From an optimization exercise on the open Yosys and OpenROAD flow, aimed at small area; shortcuts taken in it are not production practice.
Where RTL was checked, it was by simulation tests only, not by an equivalence proof against the original.
For runs 3 and 4, only the layout was checked, not whether the RTL still works.
Power and IR drop assume default switching activity. The clock port is modelled as an ideal driver; clocking choices that lean on that would not hold on a real chip.

**flow/design.v**
```verilog
`timescale 1ns / 1ps
module baud_rate_gen (clk, rst, S_tick);
    input clk, rst;
    output S_tick;
    reg [8:0] lfsr;
    assign S_tick = ~lfsr[8] & lfsr[6] & ~lfsr[4] & ~lfsr[3] & lfsr[2] & ~lfsr[1] & ~lfsr[0];
    always @ (posedge clk, posedge rst) begin
        if (rst)
            lfsr <= 9'h164;
        else
            lfsr <= {lfsr[7:0], (lfsr[8] ^ lfsr[4]) | S_tick};
    end
endmodule
`timescale 1ns / 1ps
module UART_FIFO (clk, rst, wr_en, wr_data, rd_en, rd_data, empty, full, head);
    input clk, rst, wr_en, rd_en;
    input [7:0] wr_data;
    output empty, full;
    output reg [7:0] rd_data;
    output [7:0] head;
    reg [127:0] mem;
    reg [4:0] last;
    assign empty = (last == 5'b11111);
    assign full  = (last == 5'b01111);
    wire [15:0] sel = 16'd1 << last[3:0];
    wire [7:0] p0, p1, p2, p3, p4, p5, p6, p7, q0, q1;
    UART_AOI22 s0 (.a(mem[7:0]),     .b(mem[15:8]),    .sa(sel[0]),  .sb(sel[1]),  .y(p0));
    UART_AOI22 s1 (.a(mem[23:16]),   .b(mem[31:24]),   .sa(sel[2]),  .sb(sel[3]),  .y(p1));
    UART_AOI22 s2 (.a(mem[39:32]),   .b(mem[47:40]),   .sa(sel[4]),  .sb(sel[5]),  .y(p2));
    UART_AOI22 s3 (.a(mem[55:48]),   .b(mem[63:56]),   .sa(sel[6]),  .sb(sel[7]),  .y(p3));
    UART_AOI22 s4 (.a(mem[71:64]),   .b(mem[79:72]),   .sa(sel[8]),  .sb(sel[9]),  .y(p4));
    UART_AOI22 s5 (.a(mem[87:80]),   .b(mem[95:88]),   .sa(sel[10]), .sb(sel[11]), .y(p5));
    UART_AOI22 s6 (.a(mem[103:96]),  .b(mem[111:104]), .sa(sel[12]), .sb(sel[13]), .y(p6));
    UART_AOI22 s7 (.a(mem[119:112]), .b(mem[127:120]), .sa(sel[14]), .sb(sel[15]), .y(p7));
    UART_NAND4 n0 (.a(p0), .b(p1), .c(p2), .d(p3), .y(q0));
    UART_NAND4 n1 (.a(p4), .b(p5), .c(p6), .d(p7), .y(q1));
    assign head = q0 | q1;
    wire do_wr = wr_en & ~full;
    wire do_rd = rd_en & ~empty;
    always @ (posedge clk) begin
        if (do_wr)
            mem <= {mem[119:0], wr_data};
    end
    always @ (posedge clk) begin
        if (rst) begin
            rd_data <= 8'd0;
            last <= 5'b11111;
        end
        else begin
            if (do_wr & ~do_rd)
                last <= last + 1'b1;
            else if (do_rd & ~do_wr)
                last <= last - 1'b1;
            if (do_rd)
                rd_data <= head;
        end
    end
endmodule
module UART_AOI22 (a, b, sa, sb, y);
    input [7:0] a, b;
    input sa, sb;
    output [7:0] y;
    assign y = ~((a & {8{sa}}) | (b & {8{sb}}));
endmodule
module UART_NAND4 (a, b, c, d, y);
    input [7:0] a, b, c, d;
    output [7:0] y;
    assign y = ~(a & b & c & d);
endmodule
`timescale 1ns / 1ps
module UART_TX (clk, S_tick, tx_start, rst, din, head, tx, tx_done_tick);
    input clk, tx_start, rst;
    input S_tick;
    input [7:0] din, head;
    output tx_done_tick;
    output reg tx;
    reg active, same, ready, par;
    reg [3:0] idx, tick_count;
    assign tx_done_tick = ~active & idx[3];
    wire bit_end = S_tick & (tick_count == 4'd15);
    wire last = (idx == 4'd10);
    reg frame_bit;
    always @ (*) begin
        case (idx)
            4'd0: frame_bit = 1'b0;
            4'd1: frame_bit = din[0];
            4'd2: frame_bit = din[1];
            4'd3: frame_bit = din[2];
            4'd4: frame_bit = din[3];
            4'd5: frame_bit = din[4];
            4'd6: frame_bit = din[5];
            4'd7: frame_bit = din[6];
            4'd8: frame_bit = din[7];
            4'd9: frame_bit = par;
            default: frame_bit = 1'b1;
        endcase
    end
    always @ (posedge clk, posedge rst) begin
        if (rst) begin
            active <= 1'b0;
            same <= 1'b0;
            ready <= 1'b0;
            tx <= 1'b1;
        end
        else begin
            tx <= active ? frame_bit : 1'b1;
            ready <= ~active & same;
            if (~active & tx_start)
                same <= tx_done_tick ? (head == din) : 1'b1;
            if (~active)
                active <= tx_start & ready;
            else if (bit_end & last)
                active <= 1'b0;
        end
    end
    always @ (posedge clk) begin
        if (~active) begin
            tick_count <= 4'd0;
            idx <= 4'd0;
            par <= 1'b0;
        end
        else if (S_tick) begin
            tick_count <= tick_count + 1'b1;
            if (tick_count == 4'd15) begin
                idx <= idx + 1'b1;
                if (idx != 4'd0 && idx <= 4'd8)
                    par <= par ^ frame_bit;
            end
        end
    end
endmodule
`timescale 1ns / 1ps
module UART_RX (clk, S_tick, rst, rx, dout, rx_done_tick, parity_error, frame_error);
    parameter IDLE = 2'b00;
    parameter START = 2'b01;
    parameter SHIFT = 2'b10;
    parameter STOP = 2'b11;
    input clk, rst;
    input S_tick;
    input rx;
    output [7:0] dout;
    output reg rx_done_tick;
    output reg parity_error;
    output frame_error;
    reg [1:0] cs;
    reg [3:0] tick_count, bit_count;
    reg [7:0] data;
    reg par, start_bit;
    assign dout = data;
    wire bit_end = S_tick & (tick_count == 4'd15);
    assign frame_error = rx_done_tick & (start_bit | (cs == STOP));
    always @ (posedge clk, posedge rst) begin
        if (rst) begin
            cs <= IDLE;
            rx_done_tick <= 1'b0;
            parity_error <= 1'b0;
        end
        else begin
            rx_done_tick <= (cs == STOP) & bit_end;
            parity_error <= (cs == STOP) & par;
            case (cs)
                IDLE:  if (~rx) cs <= START;
                START: if (bit_end) cs <= SHIFT;
                SHIFT: if (bit_end & bit_count[3]) cs <= STOP;
                STOP:  if (bit_end & rx) cs <= IDLE;
            endcase
        end
    end
    always @ (posedge clk) begin
        if (cs == IDLE) begin
            tick_count <= 4'd8;
            bit_count <= 4'd0;
        end
        else if (S_tick)
            tick_count <= tick_count + 1'b1;
        if (bit_end) begin
            if (cs == START) begin
                start_bit <= rx;
                par <= 1'b0;
            end
            if (cs == SHIFT) begin
                par <= par ^ rx;
                bit_count <= bit_count + 1'b1;
                if (~bit_count[3])
                    data <= {rx, data[7:1]};
            end
        end
    end
endmodule
`timescale 1ns / 1ps
module Transmitter_TOP (clk, rst, S_tick, tx_wr_data, tx_wr_en, tx, tx_full);
    input clk, rst, S_tick, tx_wr_en;
    input [7:0] tx_wr_data;
    output tx, tx_full;
    wire tx_rd_en;
    wire [7:0] tx_rd_data, tx_head;
    wire tx_empty;
    UART_TX transmitter (.clk(clk), .S_tick(S_tick), .rst(rst), .tx_start(~tx_empty),
                         .din(tx_rd_data), .head(tx_head), .tx(tx), .tx_done_tick(tx_rd_en));
    UART_FIFO tx_fifo (.clk(clk), .rst(rst), .wr_en(tx_wr_en), .wr_data(tx_wr_data),
                       .rd_en(tx_rd_en), .rd_data(tx_rd_data), .empty(tx_empty), .full(tx_full),
                       .head(tx_head));
endmodule
`timescale 1ns / 1ps
module Receiver_TOP (clk, rst, S_tick, rx, rx_rd_en, rx_rd_data, rx_empty, rx_full, rx_parity_error, rx_frame_error);
    input clk, rst, S_tick, rx, rx_rd_en;
    output [7:0] rx_rd_data;
    output rx_empty, rx_full, rx_parity_error, rx_frame_error;
    wire rx_wr_en;
    wire [7:0] rx_wr_data;
    wire [7:0] rx_head;
    UART_RX receiver (.clk(clk), .S_tick(S_tick), .rst(rst), .rx(rx), .dout(rx_wr_data),
                      .rx_done_tick(rx_wr_en), .parity_error(rx_parity_error), .frame_error(rx_frame_error));
    UART_FIFO rx_fifo (.clk(clk), .rst(rst), .wr_en(rx_wr_en), .wr_data(rx_wr_data), .rd_en(rx_rd_en),
                       .rd_data(rx_rd_data), .empty(rx_empty), .full(rx_full), .head(rx_head));
endmodule
`timescale 1ns / 1ps
module UART_wrapper (clk, rst, rx, rx_rd_en, tx_wr_data, tx_wr_en, rx_rd_data, rx_empty, rx_full, tx, tx_full,
                     rx_parity_error, rx_frame_error);
    parameter N_BIT = 8;   
    input clk, rst;
    input rx;   
    input rx_rd_en;   
    input tx_wr_en;   
    input [N_BIT - 1 : 0] tx_wr_data;   
    output rx_empty, rx_full;   
    output tx;   
    output tx_full;   
    output rx_parity_error, rx_frame_error;   
    output [N_BIT - 1 : 0] rx_rd_data;   
    wire S_tick;   
    baud_rate_gen baud_rate_generator (.clk(clk), .rst(rst), .S_tick(S_tick));
    Transmitter_TOP tx_top (.clk(clk), .rst(rst), .S_tick(S_tick), .tx_wr_data(tx_wr_data), .tx_wr_en(tx_wr_en),
                           .tx(tx), .tx_full(tx_full));
    Receiver_TOP rx_top (.clk(clk), .rst(rst), .S_tick(S_tick), .rx(rx), .rx_rd_en(rx_rd_en), .rx_rd_data(rx_rd_data),
                         .rx_empty(rx_empty), .rx_full(rx_full), .rx_parity_error(rx_parity_error), .rx_frame_error(rx_frame_error));
endmodule
```
**flow/flow/run.sh**
```bash
#!/bin/bash
# Own flow: the standard synthesis, then the standard ORFS steps with
#  - cells downsized to their smallest equivalent before placement (flow/downsize.tcl),
#  - port buffers made with buf_1,
#  - a clock tree of small clock buffers without dummy loads.
set -euo pipefail
HERE=$(pwd)
bash standard.sh synth > synth.log 2>&1
export PRE_GLOBAL_PLACE_TCL=$HERE/flow/downsize.tcl
export BUFFER_PORTS_ARGS="-buffer_cell sky130_fd_sc_hd__buf_1"
export CTS_ARGS="-sink_clustering_enable -repair_clock_nets -buf_list {sky130_fd_sc_hd__clkbuf_16} -sink_clustering_size 34 -sink_clustering_max_diameter 100 -dont_use_dummy_load"
bash standard.sh > layout.log 2>&1
```
**flow/flow/downsize.tcl**
```tcl
# Area recovery before placement: give every cell the smallest-area cell of the same function
# and pins (its drive strength may change; a register stays the same kind of register). Repair
# later in the flow upsizes or buffers again where slew, capacitance or timing need it.
set lib [lindex [get_libs *] 0]
sta::make_equiv_cells $lib
set dont_use_pat {probe|lpflow|clkdlybuf|dlygate|dlymetal|clkbuf|clkinv}
set saved 0.0
set n 0
foreach inst [[ord::get_db_block] getInsts] {
  set master [$inst getMaster]
  if { [$master getType] ne "CORE" } { continue }
  set name [$master getName]
  set cell [get_lib_cells -quiet $name]
  if { $cell eq "" } { continue }
  set best $name
  set best_area [expr { [$master getWidth] * [$master getHeight] }]
  foreach eq [sta::find_equiv_cells $cell] {
    set en [get_name $eq]
    if { [regexp $dont_use_pat $en] } { continue }
    set m [[ord::get_db] findMaster $en]
    if { $m eq "NULL" } { continue }
    set a [expr { [$m getWidth] * [$m getHeight] }]
    if { $a < $best_area } { set best $en; set best_area $a }
  }
  if { $best ne $name } {
    set old [expr { [$master getWidth] * [$master getHeight] }]
    set saved [expr { $saved + $old - $best_area }]
    incr n
    replace_cell [$inst getName] $best
  }
}
set dbu [[ord::get_db_block] getDbUnitsPerMicron]
puts "downsize: $n cells replaced, [expr { $saved / $dbu / $dbu }] um2 saved"
```
**flow/standard.sh**
```bash
#!/bin/bash
# synth_recipe.tcl (not shown) runs the flow's synth.tcl, then flattens the netlist and writes it again
# the make line also repeats each setting of config.mk as NAME=value (left out here)
make -C /OpenROAD-flow-scripts/flow DESIGN_CONFIG=/design/flow/config.mk WORK_HOME=/design/flow/orfs CLKGATE_MAP_FILE= SYNTH_SCRIPT=/design/flow/synth_recipe.tcl "${@:-finish}"
```
**flow/config.mk**
```make
export PLATFORM = sky130hd
export DESIGN_NAME = UART_wrapper
export DESIGN_NICKNAME = UART_wrapper
export VERILOG_FILES = /design/flow/design.v
export SDC_FILE = /design/flow/constraint.sdc
export NUM_CORES = 4
export LEC_CHECK = 0
export CAP_MARGIN = 20
export CORE_MARGIN = 2
export CORE_UTILIZATION = 55
export SLEW_MARGIN = 20
export SYNTH_HIERARCHICAL = 1
export SYNTH_MINIMUM_KEEP_SIZE = 0
```
**flow/constraint.sdc**
```tcl
create_clock -name core_clock -period 20.0 [get_ports {clk}]
set_input_delay 4.0000 -clock core_clock [delete_from_list [all_inputs] [get_ports {clk}]]
set_output_delay 4.0000 -clock core_clock [all_outputs]
set_load 0.01 [all_outputs]
```
==> summary.md, run 1 <==
| Metric | Value |
|---|---|
| Mux contribution to synthesized area | `about 1.7%` |
| Iteration-0 DRC Markers | `585` |
| Largest fanout on the critical path | `11` |
| Total Neg Setup Slack | `0 ps` |
| Number of antenna violations at the first check in global routing | `1` |
| CTS Hold Buffers Added | `0` |
| Area Overhead vs Synth | `-2.04%` |
| Main combinational cell family by area after synthesis | `compound AO/OA/AOI/OAI gates` |
| Basic-gate share of the synthesized area counting and, or, nand and nor cells | `7.97%` |
| Commonest register cell after synthesis | `edfxtp_1` |
| Cell Count, Final, Fillers Out | `1148` |
| Count of final hold-check violations | `0` |
| DRC viols | `0` |
| Final critical path time including I/O delays and setup | `about 6300 ps` |
| Net count of the finished layout | `around 860` |
| Post-synthesis instance total | `824` |
| Post-synthesis average cell area | `16.5 um^2` |
| Number of clock sinks | `about 330` |
| Maximum vdd ir drop | `between 50 and 60 uV` |
| Via count of the first global-routing pass | `6602` |
| Data arrival time of the critical path | `approximately 2300 ps` |
| First-pass iteration count of the detailed router | `5` |
| Sequential element share of the synthesized area | `about two thirds` |
| Critical path data required time | `~16000 ps` |
| Maximum clock frequency | `between 150 and 200 MHz` |
| Antenna Cells | `0` |
| HPWL after DPL | `around 15000 um` |
| Number of unique standard cell types used by synthesis | `56` |
| Worst hold margin | `367 ps` |
| Pwr Density | `102 nW/um^2` |
| Placement row count | `57` |
| Maximum level of the CTS H-tree | `1` |
| Most common cell after layout, fill and taps aside | `edfxtp_1` |
| Dominant cell type by area after synthesis | `edfxtp_1` |
| Number of fill cells in the layout | `1986` |
| Total via count in the routed design | `~6800` |
| Post-CTS setup buffer count | `0` |
| Register bit total from synthesis | `approximately 330` |
| I/O pin count | `27` |
| EDFF count, synth | `266` |
| Port Buffer Count | `26` |
| Height of the chip | `between 150 and 200 um` |
| Biggest area contributors in the synthesized netlist | `edfxtp_1 59%, a22oi_2 12%, dfxtp_1 6.3%` |
| Kind of start point of the critical path | `flip-flop` |
| Final max-slew violation count | `0` |
| Setup skew after layout | `between 20 and 25 ps` |
| Xor and xnor area share after synthesis | `1.61%` |
| Final wirelength | `roughly 22000 um` |
| Total Die Area | `approximately 26000 um^2` |
| Reg clk slew, reported paths | `between 100 and 150 ps` |
| Setup-violating endpoint count in the final report | `0` |
| Placer's final routability congestion estimate | `around 0.8` |
| Share of synthesized flip-flops with an asynchronous set or reset | `5.21%` |
| Clk buf depth | `3` |
| Number of cells after detailed placement | `between 1000 and 1500` |
| CTS root buffer | `clkbuf_16` |
| Adder-cell share of the synthesized area | `~2.1%` |
| Compound-cell area share of the yosys netlist | `between 10% and 20%` |
| Clock latency on the worst-skew pair | `between 400 and 500 ps` |
| Die extent in x | `between 150 and 200 um` |
| Cell leakage power | `4.39 nW` |
| Number of violations of the max-capacitance limit | `0` |
| Area of the core | `24200 um^2` |
| Wirelength per Cell | `19.4 um` |
| Post-DRT Antenna Nets | `0` |
| Maximum number of pins on one net before global-route repair | `82` |
| Syn Nets | `859` |
| Final Cycle Share | `31.5%` |
| Unrepaired setup endpoints after global routing | `false` |
| Worst max-slew margin expressed relative to the limit | `approximately 24%` |
| Global Route Usage Sum | `between 10% and 20%` |
| Post-DR vias/cell | `a little under 6` |
| Yosys warns | `10` |
| Kind of end point of the critical path | `output pin` |
| Worst hold path class | `reg2reg` |
| CTS tree | `yes` |
| Share of cells above drive strength 1 | `6.43%` |
| Least-Margin Pin Slew | `roughly 1100 ps` |
| Result of the run | `complete, no violations` |
| First-pass GRT wire length | `35800 um` |
| Number of CTS-inserted buffers | `13` |
| Top-area cell type share of the netlist area | `between 50% and 60%` |
| Post-cts gate resize count | `0` |
| Top library cells by usage in the layout, fill and taps aside | `266 x edfxtp_1, 131 x a22oi_1, 50 x nor2_1` |
| Starting density of the core | `around 56%` |
| Sum of overflow across all layers after global routing | `0` |
| Setup Crit Path Kind | `reg2out` |
| Synthesized area | `approximately 14000 um^2` |
## per-layer routing
layer / global-route usage, % / part of all wire, % / vias up
li1: - / - / 3178
met1: 26.6 / 49 / 3411
met2: 26.6 / 45 / 145
met3: 2.49 / 4.6 / 22
met4: 3.04 / 1.2 / 0
met5: 0 / 0 / -
## area by class of cell
class                      instances  area (um^2)  share of cell area [%]
multi-input combinational        433         3040                    22.9
tap                              324          405                    3.05
sequential                       326         9280                    69.8
clock buffer                      13          325                    2.45
inverter                          15         56.3                   0.424
timing repair buffer              37          178                    1.34
## power breakdown
group	internal (W)	leakage (nW)	switching, W
logic	0.0000869	1.18	0.000140
clock network	0.000119	0.160	0.000185
registers	0.000790	3.04	0.0000376
total	0.000996	4.39	0.000363
## modules after synthesis, one instance, submodules excluded, a selection
module           cells  times used  flip-flops and latches
Transmitter_TOP      1           1                       0
UART_TX             90           1                      13
UART_NAND4           8           4                       0
UART_AOI22          10          16                       0
UART_FIFO          225           2                     141
UART_RX             77           1                      22
baud_rate_gen       14           1                       9
## cells by family after synthesis
| kind of cell | after synthesis |
|---|---|
| mux | 23 |
| fa+ha+maj | 22 |
| flops | 326 |
| xor+xnor | 25 |
| buf+inv | 65 |
| compound gates | 170 |
| simple gates | 193 |
## worst paths after layout
path | start | to | slack, ps | cells past startpoint
worst max register to register | rx_top.rx_fifo.last[0] | rx_top.rx_fifo.last[4] | 16460 | 11
worst max-delay path | rx_top.rx_fifo.last[0] | rx_full | 13700 | 3
worst min register to register | baud_rate_generator.lfsr[5] | baud_rate_generator.lfsr[6] | 370 | 0
worst min-delay path | baud_rate_generator.lfsr[5] | baud_rate_generator.lfsr[6] | 370 | 0
min in group asynchronous | rst | tx_top.transmitter.same | 3630 | 3
max in group asynchronous | rst | baud_rate_generator.lfsr[8] | 16000 | 3
## sequential cells by signal (all words and copies together) (netlist names), 2 cells and up
| signal | count |
|---|---|
| tx_top.tx_fifo.last | 5 |
| rx_top.receiver.cs | 2 |
| tx_top.transmitter.idx | 4 |
| tx_top.transmitter.tick_count | 4 |
| rx_top.receiver.tick_count | 4 |
| baud_rate_generator.lfsr | 9 |
| tx_top.tx_fifo.mem | 128 |
| rx_top.rx_fifo.last | 5 |
| rx_top.receiver.data | 8 |
| rx_top.rx_fifo.rd_data | 8 |
| rx_top.rx_fifo.mem | 128 |
| tx_top.tx_fifo.rd_data | 8 |
| rx_top.receiver.bit_count | 4 |
## synth_stat cells, types with 3 or more instances
library cell  number
xor2_1            21
and2_2             3
a21o_1             3
nor2_1            50
dfstp_2            5
nand4_1           38
nor4_1             4
or2_2             16
nand3_1           10
o21ai_0            8
a31oi_1            5
dfxtp_1           43
nor2b_1            9
a22oi_2          128
clkbuf_1           4
nand2_1           16
dfrtp_1           12
inv_1             14
a21oi_1            9
a22oi_1            3
ha_1              20
xnor2_1            4
nand2b_1          11
buf_6             41
buf_4              5
mux2i_1           22
edfxtp_1         266
and2_1             4
nor3_1            14
## per-stage QoR
| step | worst slack (ps) | utilization [%] | total power [W] | cell area, um^2 |
|---|---|---|---|---|
| floorplan | 8510 | - | 0.00105 | 13600 |
| global placement | 13890 | 53.4 | 0.00105 | 12900 |
| detailed placement | 13790 | 53.4 | 0.00107 | 12900 |
| CTS | 13750 | 54.7 | 0.00137 | 13300 |
| global route | 13610 | 54.8 | 0.00142 | 13300 |
| finish | 13700 | 54.8 | 0.00136 | 13300 |
## critical path, cell delays in order (launching register included)
cell	delay, ps
dfxtp_1	600
nand2_1	220
nor3_1	780
buf_1	220
==> inputs of run 2 (changes only) <==
--- a/flow/design.v
+++ b/flow/design.v
@@ -24,15 +24,18 @@
     assign full  = (last == 5'b01111);
     wire [15:0] sel = 16'd1 << last[3:0];
-    wire [7:0] p0, p1, p2, p3, p4, p5, p6, p7, q0, q1;
-    UART_AOI22 s0 (.a(mem[7:0]),     .b(mem[15:8]),    .sa(sel[0]),  .sb(sel[1]),  .y(p0));
-    UART_AOI22 s1 (.a(mem[23:16]),   .b(mem[31:24]),   .sa(sel[2]),  .sb(sel[3]),  .y(p1));
-    UART_AOI22 s2 (.a(mem[39:32]),   .b(mem[47:40]),   .sa(sel[4]),  .sb(sel[5]),  .y(p2));
-    UART_AOI22 s3 (.a(mem[55:48]),   .b(mem[63:56]),   .sa(sel[6]),  .sb(sel[7]),  .y(p3));
-    UART_AOI22 s4 (.a(mem[71:64]),   .b(mem[79:72]),   .sa(sel[8]),  .sb(sel[9]),  .y(p4));
-    UART_AOI22 s5 (.a(mem[87:80]),   .b(mem[95:88]),   .sa(sel[10]), .sb(sel[11]), .y(p5));
-    UART_AOI22 s6 (.a(mem[103:96]),  .b(mem[111:104]), .sa(sel[12]), .sb(sel[13]), .y(p6));
-    UART_AOI22 s7 (.a(mem[119:112]), .b(mem[127:120]), .sa(sel[14]), .sb(sel[15]), .y(p7));
-    UART_NAND4 n0 (.a(p0), .b(p1), .c(p2), .d(p3), .y(q0));
-    UART_NAND4 n1 (.a(p4), .b(p5), .c(p6), .d(p7), .y(q1));
+    wire [7:0] p0, p1, p2, p3, p4, p5, q0, q1;
+    UART_AOI222 s0 (.a(mem[7:0]),     .b(mem[15:8]),    .c(mem[23:16]),
+                    .sa(sel[0]),  .sb(sel[1]),  .sc(sel[2]),  .y(p0));
+    UART_AOI222 s1 (.a(mem[31:24]),   .b(mem[39:32]),   .c(mem[47:40]),
+                    .sa(sel[3]),  .sb(sel[4]),  .sc(sel[5]),  .y(p1));
+    UART_AOI222 s2 (.a(mem[55:48]),   .b(mem[63:56]),   .c(mem[71:64]),
+                    .sa(sel[6]),  .sb(sel[7]),  .sc(sel[8]),  .y(p2));
+    UART_AOI222 s3 (.a(mem[79:72]),   .b(mem[87:80]),   .c(mem[95:88]),
+                    .sa(sel[9]),  .sb(sel[10]), .sc(sel[11]), .y(p3));
+    UART_AOI222 s4 (.a(mem[103:96]),  .b(mem[111:104]), .c(mem[119:112]),
+                    .sa(sel[12]), .sb(sel[13]), .sc(sel[14]), .y(p4));
+    UART_NAND2  s5 (.a(mem[127:120]), .sa(sel[15]), .y(p5));
+    UART_NAND3  n0 (.a(p0), .b(p1), .c(p2), .y(q0));
+    UART_NAND3  n1 (.a(p3), .b(p4), .c(p5), .y(q1));
     assign head = q0 | q1;
     wire do_wr = wr_en & ~full;
@@ -57,14 +60,20 @@
     end
 endmodule
-module UART_AOI22 (a, b, sa, sb, y);
-    input [7:0] a, b;
-    input sa, sb;
+module UART_AOI222 (a, b, c, sa, sb, sc, y);
+    input [7:0] a, b, c;
+    input sa, sb, sc;
     output [7:0] y;
-    assign y = ~((a & {8{sa}}) | (b & {8{sb}}));
-endmodule
-module UART_NAND4 (a, b, c, d, y);
-    input [7:0] a, b, c, d;
+    assign y = ~((a & {8{sa}}) | (b & {8{sb}}) | (c & {8{sc}}));
+endmodule
+module UART_NAND2 (a, sa, y);
+    input [7:0] a;
+    input sa;
     output [7:0] y;
-    assign y = ~(a & b & c & d);
+    assign y = ~(a & {8{sa}});
+endmodule
+module UART_NAND3 (a, b, c, y);
+    input [7:0] a, b, c;
+    output [7:0] y;
+    assign y = ~(a & b & c);
 endmodule
 `timescale 1ns / 1ps
==> summary.md, run 2 <==
| Metric | Value |
|---|---|
| Result of the run | `complete, no violations` |
| Port Buffer Count | `26 (unchanged)` |
| CTS root buffer | `clkbuf_16` |
| Post-synthesis average cell area | `16.0 um^2 (-2.6%)` |
| Largest fanout on the critical path | `11 (unchanged)` |
| Top-area cell type share of the netlist area | `63.7% (+4.8 points)` |
| Post-DR vias/cell | `6.35 (+7.8%)` |
| Setup Crit Path Kind | `reg2out` |
| Least-Margin Pin Slew | `1190 ps (+61.1 ps)` |
| Slack of the worst reg-to-reg path | `16560 ps (+100 ps)` |
| Number of unique standard cell types used by synthesis | `58 (+3.6%)` |
| Top library cells by usage in the layout, fill and taps aside | `266 x edfxtp_1, 80 x a222oi_1, 50 x nor2_1` |
| Worst r2r src | `rx_top.rx_fifo.last[0]` |
| Startpoint of the tightest hold check path | `baud_rate_generator.lfsr[5]` |
| Worst slack, placed | `13740 ps (-50.5 ps)` |
| First-pass iteration count of the detailed router | `9 (+4)` |
| First-pass GRT wire length | `35800 um (about the same)` |
| DRC viols | `0 (unchanged)` |
| Most frequently used cell type in the post-synthesis netlist | `edfxtp_1` |
| CTS Hold Buffers Added | `0 (unchanged)` |
| Leading registers by flop count | `rx_top.rx_fifo.mem x128, tx_top.tx_fifo.mem x128, baud_rate_generator.lfsr x9` |
| Cell Area, Placed | `12800 um^2 (-1.4%)` |
| Final wirelength | `22700 um (+2.1%)` |
| Placement row count | `55 (-3.5%)` |
| Maximum clock frequency | `161 MHz (+1.3%)` |
| Biggest area contributors in the synthesized netlist | `edfxtp_1 64%, dfxtp_1 6.9%, a222oi_1 6.4%` |
| Critical path data required time | `16000 ps (about the same)` |
| Worst reg2reg path endpoint | `rx_top.rx_fifo.last[4]` |
| Area Overhead vs Synth | `4.47%` |
| Synthesized area | `12500 um^2 (-7.6%)` |
| Maximum number of pins on one net before global-route repair | `84 (+2.4%)` |
| Kind of start point of the critical path | `flip-flop` |
| Post-synthesis instance total | `782 (-5.1%)` |
| Pwr Density | `103 nW/um^2 (+0.94%)` |
| Register bit total from synthesis | `326 (unchanged)` |
| Unrepaired setup endpoints after global routing | `false` |
| I/O pin count | `27 (unchanged)` |
| Yosys warns | `10 (unchanged)` |
| Worst max-slew margin expressed relative to the limit | `20.0% (-4.1 points)` |
| Cell leakage power | `4.45 nW (+1.5%)` |
| Data arrival time of the critical path | `2220 ps (-80 ps)` |
| Total area of multi-input combinational cells | `2900 um^2 (-4.6%)` |
| Antenna Cells | `0 (unchanged)` |
| Sum of overflow across all layers after global routing | `0 (unchanged)` |
| Cell count of the worst hold path | `0 (unchanged)` |
| Number of CTS-inserted buffers | `13 (unchanged)` |
| Area of all placed cells without fillers | `13100 um^2 (-1.5%)` |
| Count of final hold-check violations | `0 (unchanged)` |
| Number of violations of the max-capacitance limit | `0 (unchanged)` |
| Clock latency on the worst-skew pair | `490 ps (about the same)` |
| Height of the chip | `155 um (-3.8%)` |
| Worst hold path class | `reg2reg` |
| Share of synthesized flip-flops with an asynchronous set or reset | `5.21% (unchanged)` |
| Total design power | `0.00135 W (-0.53%)` |
| Syn Nets | `817 (-4.9%)` |
| Sequential element share of the synthesized area | `74.0% (+5.6 points)` |
| Footprint of the flip-flops and latches | `9280 um^2 (unchanged)` |
| Kind of end point of the critical path | `output pin` |
| Wirelength per Cell | `21.1 um (+8.9%)` |
| Path depth of the worst reg2reg path | `11 (unchanged)` |
| Via count of the first global-routing pass | `6631 (+0.44%)` |
| Post-CTS setup buffer count | `0 (unchanged)` |
| Total Neg Setup Slack | `0 ps (unchanged)` |
| Commonest register cell after synthesis | `edfxtp_1` |
| Clk buf depth | `3 (unchanged)` |
| Total Die Area | `24000 um^2 (-7.4%)` |
| Dominant cell type by area after synthesis | `edfxtp_1` |
| Synth top cells by count | `266 x edfxtp_1, 80 x a222oi_1, 50 x nor2_1` |
| CTS tree | `yes` |
| Area of the core | `22500 um^2 (-7.2%)` |
| Iteration-0 DRC Markers | `981 (+68%)` |
| Number of fill cells in the layout | `1712 (-14%)` |
| Die extent in x | `155 um (-3.8%)` |
| Global Route Usage Sum | `18.8% (+1.5 points)` |
| Sequence of cells on the critical path | `nand2_1, nor3_1, buf_1` |
| Reg clk slew, reported paths | `110 ps (about the same)` |
| Post-DRT Antenna Nets | `0 (unchanged)` |
| Starting density of the core | `55.7% (-0.24 points)` |
| Final max-slew violation count | `0 (unchanged)` |
| Share of cells above drive strength 1 | `6.57% (+0.14 points)` |
| EDFF count, synth | `266 (unchanged)` |
| Maximum level of the CTS H-tree | `1 (unchanged)` |
| Net count of the finished layout | `828 (-3.8%)` |
| Number of clock sinks | `326 (unchanged)` |
| Setup-violating endpoint count in the final report | `0 (unchanged)` |
| Number of cells after detailed placement | `1063 (-6.3%)` |
| Maximum cell stage delay along the critical path | `730 ps (-50 ps)` |
| Setup skew after layout | `23.3 ps (+2.44 ps)` |
| End point of the worst hold path | `baud_rate_generator.lfsr[6]` |
| Final Worst Setup Slack | `13780 ps (+82.6 ps)` |
| HPWL after DPL | `14900 um (-2.2%)` |
| Number of antenna violations at the first check in global routing | `0 (-1)` |
| Post-cts gate resize count | `0 (unchanged)` |
| Total via count in the routed design | `6828 (+1.1%)` |
| Placer's final routability congestion estimate | `0.787 (-3.4%)` |
| Cell Count, Final, Fillers Out | `1076 (-6.3%)` |
| Final critical path time including I/O delays and setup | `6220 ps (-82.6 ps)` |
| Most common cell after layout, fill and taps aside | `edfxtp_1` |
| Maximum vdd ir drop | `59.6 uV (+0.90%)` |
| Final Cycle Share | `31.1% (-0.41 points)` |
| Slowest CP cell | `nor3_1` |
## run 2: per-stage QoR
step	hold WS [ps]	util (%)
finish	365	58.2
global placement	340	56.7
floorplan	333	-
CTS	366	58.1
detailed placement	339	56.7
global route	367	58.2
## run 2: critical path, delay by kind of cell, from the launching register on
family | cells | cell delay, ps
buffers and inverters | 1 | 220
DFF | 1 | 590
and+or+nand+nor | 2 | 930
## run 2: Yosys stat by module (local to each module, per instance), excerpt
module           flip-flops and latches  area (um^2)  copies in the design
UART_NAND2                            0         35.0                     2
UART_NAND3                            0         40.0                     4
baud_rate_gen                         9          295                     1
UART_TX                              13          812                     1
UART_FIFO                           141         4670                     2
UART_AOI222                           0         90.1                    10
Transmitter_TOP                       0         3.75                     1
UART_RX                              22          948                     1
## run 2: final cells by class
cell class / count / share of cell area, %
inverters: 15 / 0.430
repair buffers: 36 / 1.32
well taps: 285 / 2.72
flip-flops and latches: 326 / 70.9
multi-input cells: 401 / 22.2
clock buffers: 13 / 2.48
## run 2: layer usage
| metal | wire (um) | global-route usage, % | share of wire [%] | vias up |
|---|---|---|---|---|
| li1 | - | - | - | 3117 |
| met1 | 10500 | 28.5 | 46 | 3458 |
| met2 | 10200 | 29.1 | 45 | 230 |
| met3 | 1670 | 3.18 | 7.4 | 23 |
| met4 | 310 | 3.70 | 1.4 | 0 |
| met5 | 0 | 0 | 0 | - |
## run 2: cell families (layout without fill, tap and decap cells)
group / count (synthesis) / after routing / synth area share, %
AO/OA/AOI/OAI: 122 / 122 / 8.71
XOR/XNOR: 25 / 25 / 1.75
adder cells (fa/ha/maj): 22 / 22 / 2.32
buffers and inverters: 55 / 64 / 2.56
flip-flops: 326 / 326 / 74.0
multiplexers: 23 / 23 / 1.85
AND/OR/NAND/NOR: 209 / 209 / 8.78
## run 2: power by group
group	leakage [nW]	internal (W)	total, W	switching [W]
logic	1.25	0.0000859	0.000223	0.000137
registers	3.04	0.000790	0.000829	0.0000390
clock network	0.160	0.000119	0.000300	0.000181
## run 2: worst max path at each step
stage | startpoint | end | slack [ps]
CTS | rx_top.rx_fifo.last[0] | rx_full | 13760
global route | rx_top.rx_fifo.last[0] | rx_full | 13640
floorplan | tx_wr_en | tx_top.tx_fifo.last[4] | 8510
detailed placement | tx_wr_en | tx_top.tx_fifo.last[4] | 13740
finish | rx_top.rx_fifo.last[0] | rx_full | 13780
global placement | tx_wr_en | tx_top.tx_fifo.last[4] | 13830
==> inputs of run 3 (changes only) <==
--- a/flow/design.v
+++ b/flow/design.v
@@ -41,4 +41,12 @@
     wire do_wr = wr_en & ~full;
     wire do_rd = rd_en & ~empty;
+    wire up = do_wr & ~do_rd;
+    wire down = do_rd & ~do_wr;
+    wire [4:0] flip;
+    assign flip[0] = up | down;
+    assign flip[1] = (up & last[0]) | (down & ~last[0]);
+    assign flip[2] = (up & (&last[1:0])) | (down & ~(|last[1:0]));
+    assign flip[3] = (up & (&last[2:0])) | (down & ~(|last[2:0]));
+    assign flip[4] = (up & (&last[3:0])) | (down & ~(|last[3:0]));
     always @ (posedge clk) begin
         if (do_wr)
@@ -51,8 +59,5 @@
         end
         else begin
-            if (do_wr & ~do_rd)
-                last <= last + 1'b1;
-            else if (do_rd & ~do_wr)
-                last <= last - 1'b1;
+            last <= last ^ flip;
             if (do_rd)
                 rd_data <= head;
@@ -133,6 +138,5 @@
             if (tick_count == 4'd15) begin
                 idx <= idx + 1'b1;
-                if (idx != 4'd0 && idx <= 4'd8)
-                    par <= par ^ frame_bit;
+                par <= par ^ frame_bit;
             end
         end
@@ -153,8 +157,8 @@
     output frame_error;
     reg [1:0] cs;
-    reg [3:0] tick_count, bit_count;
-    reg [7:0] data;
+    reg [3:0] tick_count;
+    reg [8:0] data;
     reg par, start_bit;
-    assign dout = data;
+    assign dout = data[8:1];
     wire bit_end = S_tick & (tick_count == 4'd15);
     assign frame_error = rx_done_tick & (start_bit | (cs == STOP));
@@ -171,5 +175,5 @@
                 IDLE:  if (~rx) cs <= START;
                 START: if (bit_end) cs <= SHIFT;
-                SHIFT: if (bit_end & bit_count[3]) cs <= STOP;
+                SHIFT: if (bit_end & data[0]) cs <= STOP;
                 STOP:  if (bit_end & rx) cs <= IDLE;
             endcase
@@ -179,5 +183,5 @@
         if (cs == IDLE) begin
             tick_count <= 4'd8;
-            bit_count <= 4'd0;
+            data <= 9'h100;
         end
         else if (S_tick)
@@ -190,7 +194,6 @@
             if (cs == SHIFT) begin
                 par <= par ^ rx;
-                bit_count <= bit_count + 1'b1;
-                if (~bit_count[3])
-                    data <= {rx, data[7:1]};
+                if (~data[0])
+                    data <= {rx, data[8:1]};
             end
         end
==> summary.md, run 3 <==
| Metric | Value |
|---|---|
| Result of the run | `complete, no violations` |
| Count of final hold-check violations | `0 (unchanged)` |
| Maximum vdd ir drop | `56.2 uV (-5.7%)` |
| Worst max-slew margin expressed relative to the limit | `28.0% (+8.1 points)` |
| EDFF count, synth | `258 (-3.0%)` |
| Total Neg Setup Slack | `0 ps (unchanged)` |
| Sequential element share of the synthesized area | `73.2% (-0.84 points)` |
| Number of clock sinks | `323 (-0.92%)` |
| I/O pin count | `27 (unchanged)` |
| Placer's final routability congestion estimate | `0.769 (-2.4%)` |
| Starting density of the core | `55.7% (about the same)` |
| Setup-violating endpoint count in the final report | `0 (unchanged)` |
| Clk buf depth | `3 (unchanged)` |
| Maximum level of the CTS H-tree | `1 (unchanged)` |
| CTS root buffer | `clkbuf_16` |
| Combinational share of power | `8.3% (-8.2 points)` |
| Share of synthesized flip-flops with an asynchronous set or reset | `5.26% (+0.048 points)` |
| Data arrival time of the critical path | `2060 ps (-160 ps)` |
| Maximum clock frequency | `165 MHz (+2.7%)` |
| Die extent in x | `155 um (-0.19%)` |
| Net count of the finished layout | `817 (-1.3%)` |
| P_int | `0.000921 W (-7.4%)` |
| Kind of start point of the critical path | `flip-flop` |
| Iteration-0 DRC Markers | `1087 (+11%)` |
| Kind of end point of the critical path | `output pin` |
| Reg clk slew, reported paths | `110 ps (about the same)` |
| Final wirelength | `22100 um (-2.5%)` |
| Number of CTS-inserted buffers | `13 (unchanged)` |
| Final design utilization | `57.7% (-0.51 points)` |
| Portion of total power attributed to the clock network | `25.2% (+3.0 points)` |
| Switching Power | `0.000276 W (-23%)` |
| Number of cells after detailed placement | `1058 (-0.47%)` |
| Commonest register cell after synthesis | `edfxtp_1` |
| Register bit total from synthesis | `323 (-0.92%)` |
| Final critical path time including I/O delays and setup | `6060 ps (-164 ps)` |
| Wirelength per Cell | `20.7 um (-2.1%)` |
| Pwr Density | `92.5 nW/um^2 (-10%)` |
| Most frequently used cell type in the post-synthesis netlist | `edfxtp_1` |
| Number of fill cells in the layout | `1759 (+2.7%)` |
| Total via count in the routed design | `6793 (-0.51%)` |
| Placement row count | `55 (unchanged)` |
| Sequence of cells on the critical path | `nand4_1, nor2_1, buf_1` |
| Net switching share of the total power | `23.1% (-3.3 points)` |
| Antenna Cells | `0 (unchanged)` |
| Top-area cell type share of the netlist area | `62.0% (-1.7 points)` |
| CTS Hold Buffers Added | `0 (unchanged)` |
| Top library cells by usage in the layout, fill and taps aside | `258 x edfxtp_1, 80 x a222oi_1, 48 x dfxtp_1` |
| Leading registers by flop count | `rx_top.rx_fifo.mem x128, tx_top.tx_fifo.mem x128` |
| DRC viols | `0 (unchanged)` |
| Total Die Area | `23900 um^2 (-0.37%)` |
| Number of buffers and inverters on the critical path | `1 (unchanged)` |
| Launch point of the worst path | `tx_top.tx_fifo.last[0]` |
| Area of all placed cells without fillers | `12900 um^2 (-1.2%)` |
| Setup Crit Path Kind | `reg2out` |
| Number of antenna violations at the first check in global routing | `0 (unchanged)` |
| Seq pwr share | `66.6% (+5.2 points)` |
| CTS tree | `yes` |
| Synth top cells by count | `258 x edfxtp_1, 80 x a222oi_1, 48 x dfxtp_1` |
| Synthesized area | `12500 um^2 (-0.38%)` |
| Share of cells above drive strength 1 | `6.23% (-0.35 points)` |
| Final max-slew violation count | `0 (unchanged)` |
| First-pass GRT wire length | `35500 um (-0.77%)` |
| Global Route Usage Sum | `18.4% (-0.33 points)` |
| Syn Nets | `820 (+0.37%)` |
| Post-DRT Antenna Nets | `0 (unchanged)` |
| Slowest CP cell | `dfxtp_1` |
| Post-CTS setup buffer count | `0 (unchanged)` |
| Sum of overflow across all layers after global routing | `0 (unchanged)` |
| Biggest area contributors in the synthesized netlist | `edfxtp_1 62%, dfxtp_1 7.7%, a222oi_1 6.4%` |
| Least-Margin Pin Slew | `1070 ps (-120 ps)` |
| Most common cell after layout, fill and taps aside | `edfxtp_1` |
| Family of cells with the greatest summed delay on the critical path | `simple AND/OR/NAND/NOR gates` |
| Via count of the first global-routing pass | `6452 (-2.7%)` |
| Largest fanout on the critical path | `13 (+2)` |
| Maximum cell stage delay along the critical path | `610 ps (-120 ps)` |
| Slack of the worst reg-to-reg path | `16970 ps (+410 ps)` |
| Cell Count, Final, Fillers Out | `1072 (-0.37%)` |
| Number of violations of the max-capacitance limit | `0 (unchanged)` |
| Worst r2r src | `tx_top.tx_fifo.last[0]` |
| Height of the chip | `155 um (-0.19%)` |
| Port Buffer Count | `26 (unchanged)` |
| Post-synthesis average cell area | `15.8 um^2 (-1.6%)` |
| First-pass iteration count of the detailed router | `6 (-3)` |
| Post-synthesis instance total | `792 (+1.3%)` |
| Post-cts gate resize count | `0 (unchanged)` |
| Maximum number of pins on one net before global-route repair | `75 (-11%)` |
| Critical path data required time | `16000 ps (about the same)` |
| Post-DR vias/cell | `6.34 (-0.14%)` |
| Number of unique standard cell types used by synthesis | `65 (+12%)` |
| Worst hold path class | `reg2reg` |
| Clock latency on the worst-skew pair | `490 ps (about the same)` |
| Area of the core | `22400 um^2 (-0.31%)` |
| Cell leakage power | `4.82 nW (+8.4%)` |
| HPWL after DPL | `14800 um (-0.46%)` |
| Area Overhead vs Synth | `3.64%` |
| Unrepaired setup endpoints after global routing | `false` |
| Startpoint of the tightest hold check path | `baud_rate_generator.lfsr[5]` |
| Cell Area, Placed | `12600 um^2 (-1.3%)` |
| Yosys warns | `10 (unchanged)` |
| Dominant cell type by area after synthesis | `edfxtp_1` |
| Final Cycle Share | `30.3% (-0.82 points)` |
| Setup skew after layout | `19.8 ps (-3.48 ps)` |
[run 3: cell families after synthesis]
family	synth area share (%)
AO/OA/AOI/OAI	11.6
AND/OR/NAND/NOR	8.40
flip-flops	73.2
XOR/XNOR	1.47
buffers and inverters	2.91
adder cells (fa/ha/maj)	1.50
multiplexers	0.922
[run 3: metrics by stage]
step	setup WS, ps	total power [W]	hold WS, ps
2_1_floorplan	12320	0.000877	333
3_3_place_gp	14030	0.000904	341
3_5_place_dp	13910	0.000910	338
4_1_cts	13950	0.00121	367
5_1_grt	13660	0.00124	371
6_report	13940	0.00120	364
[run 3: power by group through the flow]
stage               logic (W)  registers, W  clock network, W
CTS                 0.0000991      0.000797          0.000311
global placement    0.0000963      0.000808                 0
detailed placement  0.0000987      0.000811                 0
finish              0.0000989      0.000797          0.000302
floorplan           0.0000750      0.000802                 0
global route         0.000109      0.000803          0.000333
[run 3: per-module statistics from Yosys (local to each module, per instance), a selection]
module | flops+latches | cells | copies in the design | cell area (um^2)
Transmitter_TOP | 0 | 1 | 1 | 3.75
UART_AOI222 | 0 | 10 | 10 | 90.1
UART_FIFO | 141 | 225 | 2 | 4660
UART_NAND2 | 0 | 9 | 2 | 35.0
UART_NAND3 | 0 | 8 | 4 | 40.0
UART_RX | 19 | 92 | 1 | 912
UART_TX | 13 | 85 | 1 | 831
baud_rate_gen | 9 | 14 | 1 | 295
[run 3: final timing paths]
path                                                to  cells past startpoint
setup / recovery                               tx_full                      3
max in group asynchronous  baud_rate_generator.lfsr[5]                      3
hold reg to reg            baud_rate_generator.lfsr[6]                      0
setup reg to reg               tx_top.tx_fifo.mem[125]                      4
min in group asynchronous      tx_top.transmitter.same                      3
hold / removal             baud_rate_generator.lfsr[6]                      0
[run 3: final cells by class]
type / count / area (um^2) / area share, %
sequential: 323 / 9140 / 70.6
tap: 285 / 357 / 2.76
inverter: 21 / 83.8 / 0.648
clock buffer: 13 / 325 / 2.51
timing repair buffer: 30 / 125 / 0.967
multi-input combinational: 400 / 2910 / 22.5
[run 3: per-layer routing]
layer / vias up / routed length, um / global-route usage, %
li1: 3147 / - / -
met1: 3400 / 10600 / 28.9
met2: 226 / 9740 / 27.8
met3: 20 / 1420 / 2.52
met4: 0 / 357 / 3.97
met5: - / 0 / 0
==> inputs of run 4 (changes only) <==
--- a/flow/design.v
+++ b/flow/design.v
@@ -91,23 +91,11 @@
     reg active, same, ready, par;
     reg [3:0] idx, tick_count;
-    assign tx_done_tick = ~active & idx[3];
+    assign tx_done_tick = ~active & ~idx[0];
     wire bit_end = S_tick & (tick_count == 4'd15);
-    wire last = (idx == 4'd10);
-    reg frame_bit;
-    always @ (*) begin
-        case (idx)
-            4'd0: frame_bit = 1'b0;
-            4'd1: frame_bit = din[0];
-            4'd2: frame_bit = din[1];
-            4'd3: frame_bit = din[2];
-            4'd4: frame_bit = din[3];
-            4'd5: frame_bit = din[4];
-            4'd6: frame_bit = din[5];
-            4'd7: frame_bit = din[6];
-            4'd8: frame_bit = din[7];
-            4'd9: frame_bit = par;
-            default: frame_bit = 1'b1;
-        endcase
-    end
+    wire last = (idx == 4'd1);
+    wire equal;
+    UART_EQ8 compare (.a(head), .b(din), .y(equal));
+    wire frame_bit;
+    UART_FRAME_BIT frame (.idx(idx), .din(din), .par(par), .y(frame_bit));
     always @ (posedge clk, posedge rst) begin
         if (rst) begin
@@ -121,5 +109,5 @@
             ready <= ~active & same;
             if (~active & tx_start)
-                same <= tx_done_tick ? (head == din) : 1'b1;
+                same <= ~tx_done_tick | equal;
             if (~active)
                 active <= tx_start & ready;
@@ -131,5 +119,5 @@
         if (~active) begin
             tick_count <= 4'd0;
-            idx <= 4'd0;
+            idx <= 4'd7;
             par <= 1'b0;
         end
@@ -142,4 +130,16 @@
         end
     end
+endmodule
+module UART_EQ8 (a, b, y);
+    input [7:0] a, b;
+    output y;
+    assign y = (a == b);
+endmodule
+module UART_FRAME_BIT (idx, din, par, y);
+    input [3:0] idx;
+    input [7:0] din;
+    input par;
+    output y;
+    assign y = idx[3] ? din[idx[2:0]] : (~idx[1] & (idx[0] | par));
 endmodule
 `timescale 1ns / 1ps
@@ -184,12 +184,11 @@
             tick_count <= 4'd8;
             data <= 9'h100;
+            par <= 1'b0;
         end
         else if (S_tick)
             tick_count <= tick_count + 1'b1;
         if (bit_end) begin
-            if (cs == START) begin
+            if (cs == START)
                 start_bit <= rx;
-                par <= 1'b0;
-            end
             if (cs == SHIFT) begin
                 par <= par ^ rx;
==> summary.md, run 4 <==
| Metric | Value |
|---|---|
| Total Die Area | `23700 um^2 (-0.81%)` |
| Post-CTS setup buffer count | `0 (unchanged)` |
| Synth top cells by count | `257 x edfxtp_1, 80 x a222oi_1, 49 x dfxtp_1` |
| Least-Margin Pin Slew | `1040 ps (-30.5 ps)` |
| Reg clk slew, reported paths | `120 ps (about the same)` |
| Number of violations of the max-capacitance limit | `0 (unchanged)` |
| Number of CTS-inserted buffers | `13 (unchanged)` |
| Port Buffer Count | `26 (unchanged)` |
| Top-area cell type share of the netlist area | `62.3% (+0.28 points)` |
| CTS root buffer | `clkbuf_16` |
| Combinational share of power | `8.5% (+0.2 points)` |
| Post-synthesis instance total | `783 (-1.1%)` |
| Post-DRT Antenna Nets | `0 (unchanged)` |
| Global Route Usage Sum | `18.5% (+0.044 points)` |
| Worst slack, placed | `13390 ps (-522 ps)` |
| Total via count in the routed design | `6781 (-0.18%)` |
| Area of the core | `22000 um^2 (-2.1%)` |
| Number of clock sinks | `323 (unchanged)` |
| Placer's final routability congestion estimate | `0.788 (+2.5%)` |
| Setup Crit Path Kind | `reg2out` |
| Placement row count | `54 (-1.8%)` |
| First-pass iteration count of the detailed router | `6 (unchanged)` |
| Count of final hold-check violations | `0 (unchanged)` |
| Maximum number of pins on one net before global-route repair | `74 (-1.3%)` |
| Footprint of the flip-flops and latches | `9130 um^2 (-0.11%)` |
| DRC viols | `0 (unchanged)` |
| Maximum cell stage delay along the critical path | `620 ps (about the same)` |
| Starting density of the core | `56.4% (+0.73 points)` |
| Biggest area contributors in the synthesized netlist | `edfxtp_1 62%, dfxtp_1 7.9%, a222oi_1 6.5%` |
| Maximum vdd ir drop | `65.8 uV (+17%)` |
| Area Overhead vs Synth | `3.71% (about the same)` |
| Switching Power | `0.000276 W (-0.20%)` |
| Post-synthesis average cell area | `15.8 um^2 (+0.31%)` |
| Slowest CP cell | `dfxtp_1` |
| Post-DR vias/cell | `6.41 (+1.1%)` |
| Final critical path time including I/O delays and setup | `6130 ps (+74.7 ps)` |
| Commonest register cell after synthesis | `edfxtp_1` |
| Unrepaired setup endpoints after global routing | `false` |
| Post-cts gate resize count | `0 (unchanged)` |
| HPWL after DPL | `14700 um (-0.94%)` |
| Seq pwr share | `66.5% (about the same)` |
| Synthesized area | `12400 um^2 (-0.83%)` |
| Most common cell after layout, fill and taps aside | `edfxtp_1` |
| Data arrival time of the critical path | `2130 ps (+70 ps)` |
| Antenna Cells | `0 (unchanged)` |
| Critical path data required time | `16000 ps (about the same)` |
| First-pass GRT wire length | `35000 um (-1.6%)` |
| Final Worst Setup Slack | `13870 ps (-74.7 ps)` |
| Final wirelength | `22200 um (+0.49%)` |
| Final Cycle Share | `30.7% (+0.37 points)` |
| Leading registers by flop count | `rx_top.rx_fifo.mem x128, tx_top.tx_fifo.mem x128` |
| Syn Nets | `809 (-1.3%)` |
| Via count of the first global-routing pass | `6351 (-1.6%)` |
| Net count of the finished layout | `806 (-1.3%)` |
| Number of antenna violations at the first check in global routing | `0 (unchanged)` |
| Dominant cell type by area after synthesis | `edfxtp_1` |
| Sequential element share of the synthesized area | `73.7% (+0.53 points)` |
| Portion of total power attributed to the clock network | `25.0% (-0.2 points)` |
| Setup skew after layout | `48.1 ps (+28.3 ps)` |
| Pwr Density | `93.5 nW/um^2 (+1.0%)` |
| Kind of start point of the critical path | `flip-flop` |
| Total Neg Setup Slack | `0 ps (unchanged)` |
| I/O pin count | `27 (unchanged)` |
| Share of synthesized flip-flops with an asynchronous set or reset | `5.26% (unchanged)` |
| Maximum clock frequency | `163 MHz (-1.2%)` |
| P_int | `0.000925 W (+0.39%)` |
| Top library cells by usage in the layout, fill and taps aside | `257 x edfxtp_1, 80 x a222oi_1, 49 x dfxtp_1` |
| Worst hold path class | `reg2reg` |
| Register bit total from synthesis | `323 (unchanged)` |
| Family of cells with the greatest summed delay on the critical path | `simple AND/OR/NAND/NOR gates` |
| Number of unique standard cell types used by synthesis | `51 (-22%)` |
| Maximum level of the CTS H-tree | `1 (unchanged)` |
| Iteration-0 DRC Markers | `961 (-12%)` |
| EDFF count, synth | `257 (-0.39%)` |
| CTS tree | `yes` |
| Worst max-slew margin expressed relative to the limit | `30.1% (+2.0 points)` |
| Final max-slew violation count | `0 (unchanged)` |
| Number of buffers and inverters on the critical path | `1 (unchanged)` |
| Number of fill cells in the layout | `1672 (-4.9%)` |
| Height of the chip | `154 um (-0.40%)` |
| Share of cells above drive strength 1 | `6.56% (+0.33 points)` |
| Net switching share of the total power | `23.0% (-0.10 points)` |
| Wirelength per Cell | `21.0 um (+1.8%)` |
| Kind of end point of the critical path | `output pin` |
| Cell leakage power | `4.79 nW (-0.67%)` |
| Largest fanout on the critical path | `13 (unchanged)` |
| Most frequently used cell type in the post-synthesis netlist | `edfxtp_1` |
| Clock latency on the worst-skew pair | `500 ps (about the same)` |
| Setup-violating endpoint count in the final report | `0 (unchanged)` |
| Total area of multi-input combinational cells | `2830 um^2 (-2.8%)` |
| Sum of overflow across all layers after global routing | `0 (unchanged)` |
| CTS Hold Buffers Added | `0 (unchanged)` |
| Sequence of cells on the critical path | `nand4_1, nor2_1, buf_1` |
| Die extent in x | `154 um (-0.40%)` |
| Result of the run | `complete, no violations` |
| Yosys warns | `10 (unchanged)` |
| Clk buf depth | `3 (unchanged)` |
## run 4: cell types whose count changed after synthesis, moves of 3 or more
cell      change
a21boi_0      -3
and2_1        -3
o21ai_0       +5
xnor2_1       +8
xor2_1        -8
## run 4: layout make-up
type	count	area share (%)
clock buffer	13	2.53
sequential	323	71.1
tap	280	2.73
inverter	22	0.682
multi-input combinational	391	22.0
timing repair buffer	29	0.935
## run 4: power by group through the flow
stage	Sequential, W	Clock [W]	Combinational [W]
after global routing	0.000804	0.000330	0.000111
after global placement	0.000809	0	0.0000982
after detailed placement	0.000812	0	0.000102
after CTS	0.000798	0.000311	0.000102
final	0.000799	0.000300	0.000102
after floorplan	0.000803	0	0.0000790
## run 4: cells by family (layout without fill, tap and decap cells)
kind of cell	after synthesis	count (layout)	share of synthesized area [%]
AO/OA/AOI/OAI	148	148	10.9
XOR/XNOR	21	21	1.49
adder cells (fa/ha/maj)	13	13	1.31
buffers and inverters	69	64	2.84
flip-flops	323	323	73.7
multiplexers	14	14	1.37
AND/OR/NAND/NOR	195	195	8.41
## run 4: metrics by stage
step | utilization, % | total power (W) | instance area [um^2] | hold WS, ps | std cells
after CTS | 58.4 | 0.00121 | 12800 | 365 | 1058
after global routing | 58.5 | 0.00125 | 12800 | 374 | 1058
after global placement | 56.9 | 0.000908 | 12500 | 338 | 1045
final | 58.5 | 0.00120 | 12800 | 364 | 1058
after detailed placement | 56.9 | 0.000914 | 12500 | 347 | 1045
after floorplan | - | 0.000882 | 12400 | 333 | 783
## run 4: modules after synthesis (local to each module, per instance), excerpt
module	area (um^2)	flops+latches	times used
UART_NAND3	40.0	0	4
baud_rate_gen	295	9	1
UART_NAND2	35.0	0	2
UART_TX	577	13	1
UART_FIFO	4660	141	2
UART_FRAME_BIT	70.1	0	1
UART_AOI222	90.1	0	10
UART_EQ8	86.3	0	1
Transmitter_TOP	3.75	0	1
UART_RX	906	19	1
## run 4: worst paths after layout
kind	slack, ps	from	to	cells past startpoint
min in group asynchronous	3550	rst	tx_top.transmitter.active	3
worst max register to register	16380	tx_top.tx_fifo.last[0]	tx_top.tx_fifo.last[4]	8
worst max-delay path	13870	tx_top.tx_fifo.last[0]	tx_full	3
max in group asynchronous	16080	rst	baud_rate_generator.lfsr[8]	3
worst min register to register	360	baud_rate_generator.lfsr[5]	baud_rate_generator.lfsr[6]	0
worst min-delay path	360	baud_rate_generator.lfsr[5]	baud_rate_generator.lfsr[6]	0
## run 4: metal layers
metal / vias to the layer above / track usage (%) / wire [um]
met1: 3395 / 29.5 / 10300
met2: 268 / 27.7 / 10000
met5: - / 0 / 0
met3: 23 / 2.25 / 1590
met4: 0 / 3.65 / 349
li1: 3095 / - / -
==> inputs of run 5 (changes only) <==
--- a/flow/design.v
+++ b/flow/design.v
@@ -54,13 +54,12 @@
     end
     always @ (posedge clk) begin
-        if (rst) begin
-            rd_data <= 8'd0;
+        if (rst)
             last <= 5'b11111;
-        end
-        else begin
+        else
             last <= last ^ flip;
-            if (do_rd)
-                rd_data <= head;
-        end
+    end
+    always @ (posedge clk) begin
+        if (do_rd | rst)
+            rd_data <= head & {8{~rst}};
     end
 endmodule
==> summary.md, run 5 <==
| Metric | Value |
|---|---|
| Result of the run | `complete, no violations` |
| CTS tree | `yes` |
| DRC viols | `0 (unchanged)` |
| Slowest CP cell | `dfxtp_1` |
| Worst hold margin | `370 ps (+6.76 ps)` |
| Final wirelength | `21500 um (-3.2%)` |
| Placer's final routability congestion estimate | `0.815 (+3.5%)` |
| Leading registers by flop count | `rx_top.rx_fifo.mem x128, tx_top.tx_fifo.mem x128` |
| Least-Margin Pin Slew | `1160 ps (+119 ps)` |
| Count of final hold-check violations | `0 (unchanged)` |
| Number of antenna violations at the first check in global routing | `0 (unchanged)` |
| Final design utilization | `58.5% (about the same)` |
| Number of unique standard cell types used by synthesis | `47 (-7.8%)` |
| Clk buf depth | `3 (unchanged)` |
| Starting density of the core | `56.2% (-0.20 points)` |
| Worst hold path class | `reg2reg` |
| Setup-violating endpoint count in the final report | `0 (unchanged)` |
| Unrepaired setup endpoints after global routing | `false` |
| Number of CTS-inserted buffers | `13 (unchanged)` |
| Post-cts gate resize count | `0 (unchanged)` |
| Final Worst Setup Slack | `14230 ps (+358 ps)` |
| EDFF count, synth | `273 (+6.2%)` |
| Sum of overflow across all layers after global routing | `0 (unchanged)` |
| Final critical path time including I/O delays and setup | `5780 ps (-358 ps)` |
| Post-DR vias/cell | `6.34 (-1.2%)` |
| Maximum cell stage delay along the critical path | `630 ps (about the same)` |
| Iteration-0 DRC Markers | `1136 (+18%)` |
| Dominant cell type by area after synthesis | `edfxtp_1` |
| Area Overhead vs Synth | `4.17%` |
| First-pass iteration count of the detailed router | `6 (unchanged)` |
| Cell count of the worst hold path | `0 (unchanged)` |
| Final Cycle Share | `28.9% (-1.8 points)` |
| Synthesized area | `12300 um^2 (-0.67%)` |
| CTS root buffer | `clkbuf_16` |
| Net count of the finished layout | `789 (-2.1%)` |
| Global Route Usage Sum | `18.1% (-0.41 points)` |
| Total Neg Setup Slack | `0 ps (unchanged)` |
| Reg clk slew, reported paths | `120 ps (about the same)` |
| Final max-slew violation count | `0 (unchanged)` |
| Worst max-slew margin expressed relative to the limit | `22.1% (-8.0 points)` |
| Syn Nets | `789 (-2.5%)` |
| Area of the core | `21900 um^2 (-0.31%)` |
| Pwr Density | `95.3 nW/um^2 (+1.9%)` |
| Cell leakage power | `4.72 nW (-1.4%)` |
| Setup skew after layout | `50.0 ps (+1.87 ps)` |
| Placement row count | `54 (unchanged)` |
| Worst r2r src | `tx_top.tx_fifo.last[0]` |
| Family of cells with the greatest summed delay on the critical path | `flip-flops` |
| Post-CTS setup buffer count | `0 (unchanged)` |
| Slack of the worst reg-to-reg path | `17140 ps (+760 ps)` |
| Top-area cell type share of the netlist area | `66.6% (+4.3 points)` |
| Register bit total from synthesis | `323 (unchanged)` |
| Worst slack, placed | `14010 ps (+621 ps)` |
| Kind of end point of the critical path | `output pin` |
| Post-synthesis average cell area | `16.1 um^2 (+1.9%)` |
| Synth top cells by count | `273 x edfxtp_1, 80 x a222oi_1, 43 x nand2_1` |
| Antenna Cells | `0 (unchanged)` |
| Total Die Area | `23600 um^2 (-0.65%)` |
| Biggest area contributors in the synthesized netlist | `edfxtp_1 67%, a222oi_1 6.5%, dfxtp_1 5.4%` |
| Setup Crit Path Kind | `reg2out` |
| Commonest register cell after synthesis | `edfxtp_1` |
| Kind of start point of the critical path | `flip-flop` |
| Largest fanout on the critical path | `12 (-1)` |
| Height of the chip | `154 um (-0.32%)` |
| Launch point of the worst path | `tx_top.tx_fifo.last[0]` |
| I/O pin count | `27 (unchanged)` |
| Sequential element share of the synthesized area | `75.5% (+1.8 points)` |
| Number of violations of the max-capacitance limit | `0 (unchanged)` |
| Share of cells above drive strength 1 | `6.31% (-0.25 points)` |
| Number of buffers and inverters on the critical path | `1 (unchanged)` |
| Share of synthesized flip-flops with an asynchronous set or reset | `5.26% (unchanged)` |
| Post-DRT Antenna Nets | `0 (unchanged)` |
| Area of all placed cells without fillers | `12800 um^2 (-0.22%)` |
| First-pass GRT wire length | `34700 um (-0.85%)` |
| Sequence of cells on the critical path | `nand4_1, nor2_1, buf_1` |
| Critical path data required time | `16000 ps (about the same)` |
| Total via count in the routed design | `6595 (-2.7%)` |
| CTS Hold Buffers Added | `0 (unchanged)` |
| Worst reg2reg path endpoint | `tx_top.transmitter.same` |
| Crit. path cell count | `3 (unchanged)` |
| Most common cell after layout, fill and taps aside | `edfxtp_1` |
| Port Buffer Count | `26 (unchanged)` |
| Most frequently used cell type in the post-synthesis netlist | `edfxtp_1` |
| Maximum number of pins on one net before global-route repair | `96 (+30%)` |
| Maximum vdd ir drop | `62.3 uV (-5.3%)` |
| Path depth of the worst reg2reg path | `10 (+2)` |
| Via count of the first global-routing pass | `6335 (-0.25%)` |
| Top library cells by usage in the layout, fill and taps aside | `273 x edfxtp_1, 80 x a222oi_1, 43 x nand2_1` |
| Cell Area, Placed | `12500 um^2 (-0.36%)` |
| Maximum clock frequency | `173 MHz (+6.2%)` |
| Number of fill cells in the layout | `1722 (+3.0%)` |
| Number of clock sinks | `323 (unchanged)` |
| Post-synthesis instance total | `763 (-2.6%)` |
| Die extent in x | `154 um (-0.32%)` |
| Yosys warns | `10 (unchanged)` |
| HPWL after DPL | `14400 um (-2.1%)` |
| Critical path capture point | `tx_full` |
| Wirelength per Cell | `20.7 um (-1.6%)` |
| Data arrival time of the critical path | `1780 ps (-350 ps)` |
| Clock latency on the worst-skew pair | `490 ps (about the same)` |
| Maximum level of the CTS H-tree | `1 (unchanged)` |
## run 5: cell count changes in the layout (fill, tap and decap cells not counted), moves of 4 or more
cell	change
a31o_1	-12
a31o_2	-4
and2_1	+16
dfxtp_1	-16
edfxtp_1	+16
nor2_1	-6
nor3_1	+6
o2111a_1	-16
o21ai_0	-6
o21ai_1	+4
## run 5: layer usage
layer / GRT usage (%) / share of wire (%)
met1: 28.0 / 46
met2: 28.0 / 46
met3: 2.20 / 6.0
met4: 4.06 / 1.7
met5: 0 / 0
## run 5: cells by family (layout without fill, tap and decap cells)
kind of cell	Yosys count	in the layout	synth area share, %
flip-flops	323	323	75.5
AND/OR/NAND/NOR	211	211	9.13
AO/OA/AOI/OAI	114	114	8.20
buffers and inverters	65	63	2.78
XOR/XNOR	21	21	1.50
multiplexers	16	16	1.55
adder cells (fa/ha/maj)	13	13	1.32
## run 5: cell type report
class / instances / area, um^2 / area share (%)
flip-flops and latches: 323 / 9290 / 72.5
inverters: 20 / 80.1 / 0.625
well taps: 280 / 350 / 2.73
repair buffers: 30 / 135 / 1.05
clock buffers: 13 / 325 / 2.54
multi-input cells: 375 / 2630 / 20.5
## run 5: worst min-delay path by stage
stage,startpoint,to
floorplan,baud_rate_generator.lfsr[7],baud_rate_generator.lfsr[8]
global placement,baud_rate_generator.lfsr[7],baud_rate_generator.lfsr[8]
detailed placement,baud_rate_generator.lfsr[7],baud_rate_generator.lfsr[8]
CTS,baud_rate_generator.lfsr[5],baud_rate_generator.lfsr[6]
global route,baud_rate_generator.lfsr[5],baud_rate_generator.lfsr[6]
finish,baud_rate_generator.lfsr[5],baud_rate_generator.lfsr[6]
## run 5: power by group
part | switching [W] | internal (W) | total [W]
Combinational | 0.0000669 | 0.0000408 | 0.000108
Sequential | 0.0000302 | 0.000782 | 0.000812
Clock | 0.000182 | 0.000119 | 0.000301
## run 5: Yosys stat by module (local to each module, per instance), a selection
| module | flops+latches | area (um^2) |
|---|---|---|
| UART_AOI222 | 0 | 90.1 |
| UART_TX | 13 | 577 |
| UART_EQ8 | 0 | 86.3 |
| baud_rate_gen | 9 | 295 |
| UART_FIFO | 141 | 4620 |
| UART_FRAME_BIT | 0 | 70.1 |
| UART_NAND2 | 0 | 35.0 |
| Transmitter_TOP | 0 | 3.75 |
| UART_NAND3 | 0 | 40.0 |
| UART_RX | 19 | 906 |
## run 5: metrics by stage
stage               power, W  std cells
global route         0.00127       1041
detailed placement  0.000934       1028
finish               0.00122       1041
floorplan           0.000898        763
global placement    0.000926       1028
CTS                  0.00123       1041
## run 5: worst register-to-register path, delay by kind of cell (launching register included)
family,cells,cell delay [ps]
xor gates and xnor gates,1,130
DFF,1,630
and+or+nand+nor,7,1600
AOI/OAI and AO/OA,2,420

[afterwards: timing with drivers on the ports]
In the flow no input, the clock included, has a driving cell. The finished layouts below were timed again as built, in two steps.
Step 1 assumes that a clkbuf_16 drives the clock port and a buf_2 every other input.
Step 2 adds t to the input delays and takes it off the output delays; t is the mean of the earliest and latest rising clock arrival at the registers after step 1. Input paths then give back, and output paths get back, about the clock's delay inside the block.
Three values: ideal ports, drivers, drivers and shift; two values: the first two.
run	t (ns)	setup WS [ns]	worst register clock-pin slew, ns	worst data-port slew with drivers (ns)
run 1	0.527	13.695 / 13.649 / 13.808	0.12 / 0.12	0.03
run 2	0.529	13.778 / 13.732 / 13.694	0.12 / 0.12	0.03
run 3	0.525	13.942 / 13.894 / 13.974	0.12 / 0.12	0.03
run 4	0.520	13.867 / 13.825 / 13.443	0.12 / 0.12	0.03
run 5	0.516	14.225 / 14.178 / 14.312	0.12 / 0.12	0.03
After both steps setup and hold are still met in every run listed. For run 4, which loses most, drivers alone change the setup slack by -0.042 ns; drivers and shift together by -0.424 ns.
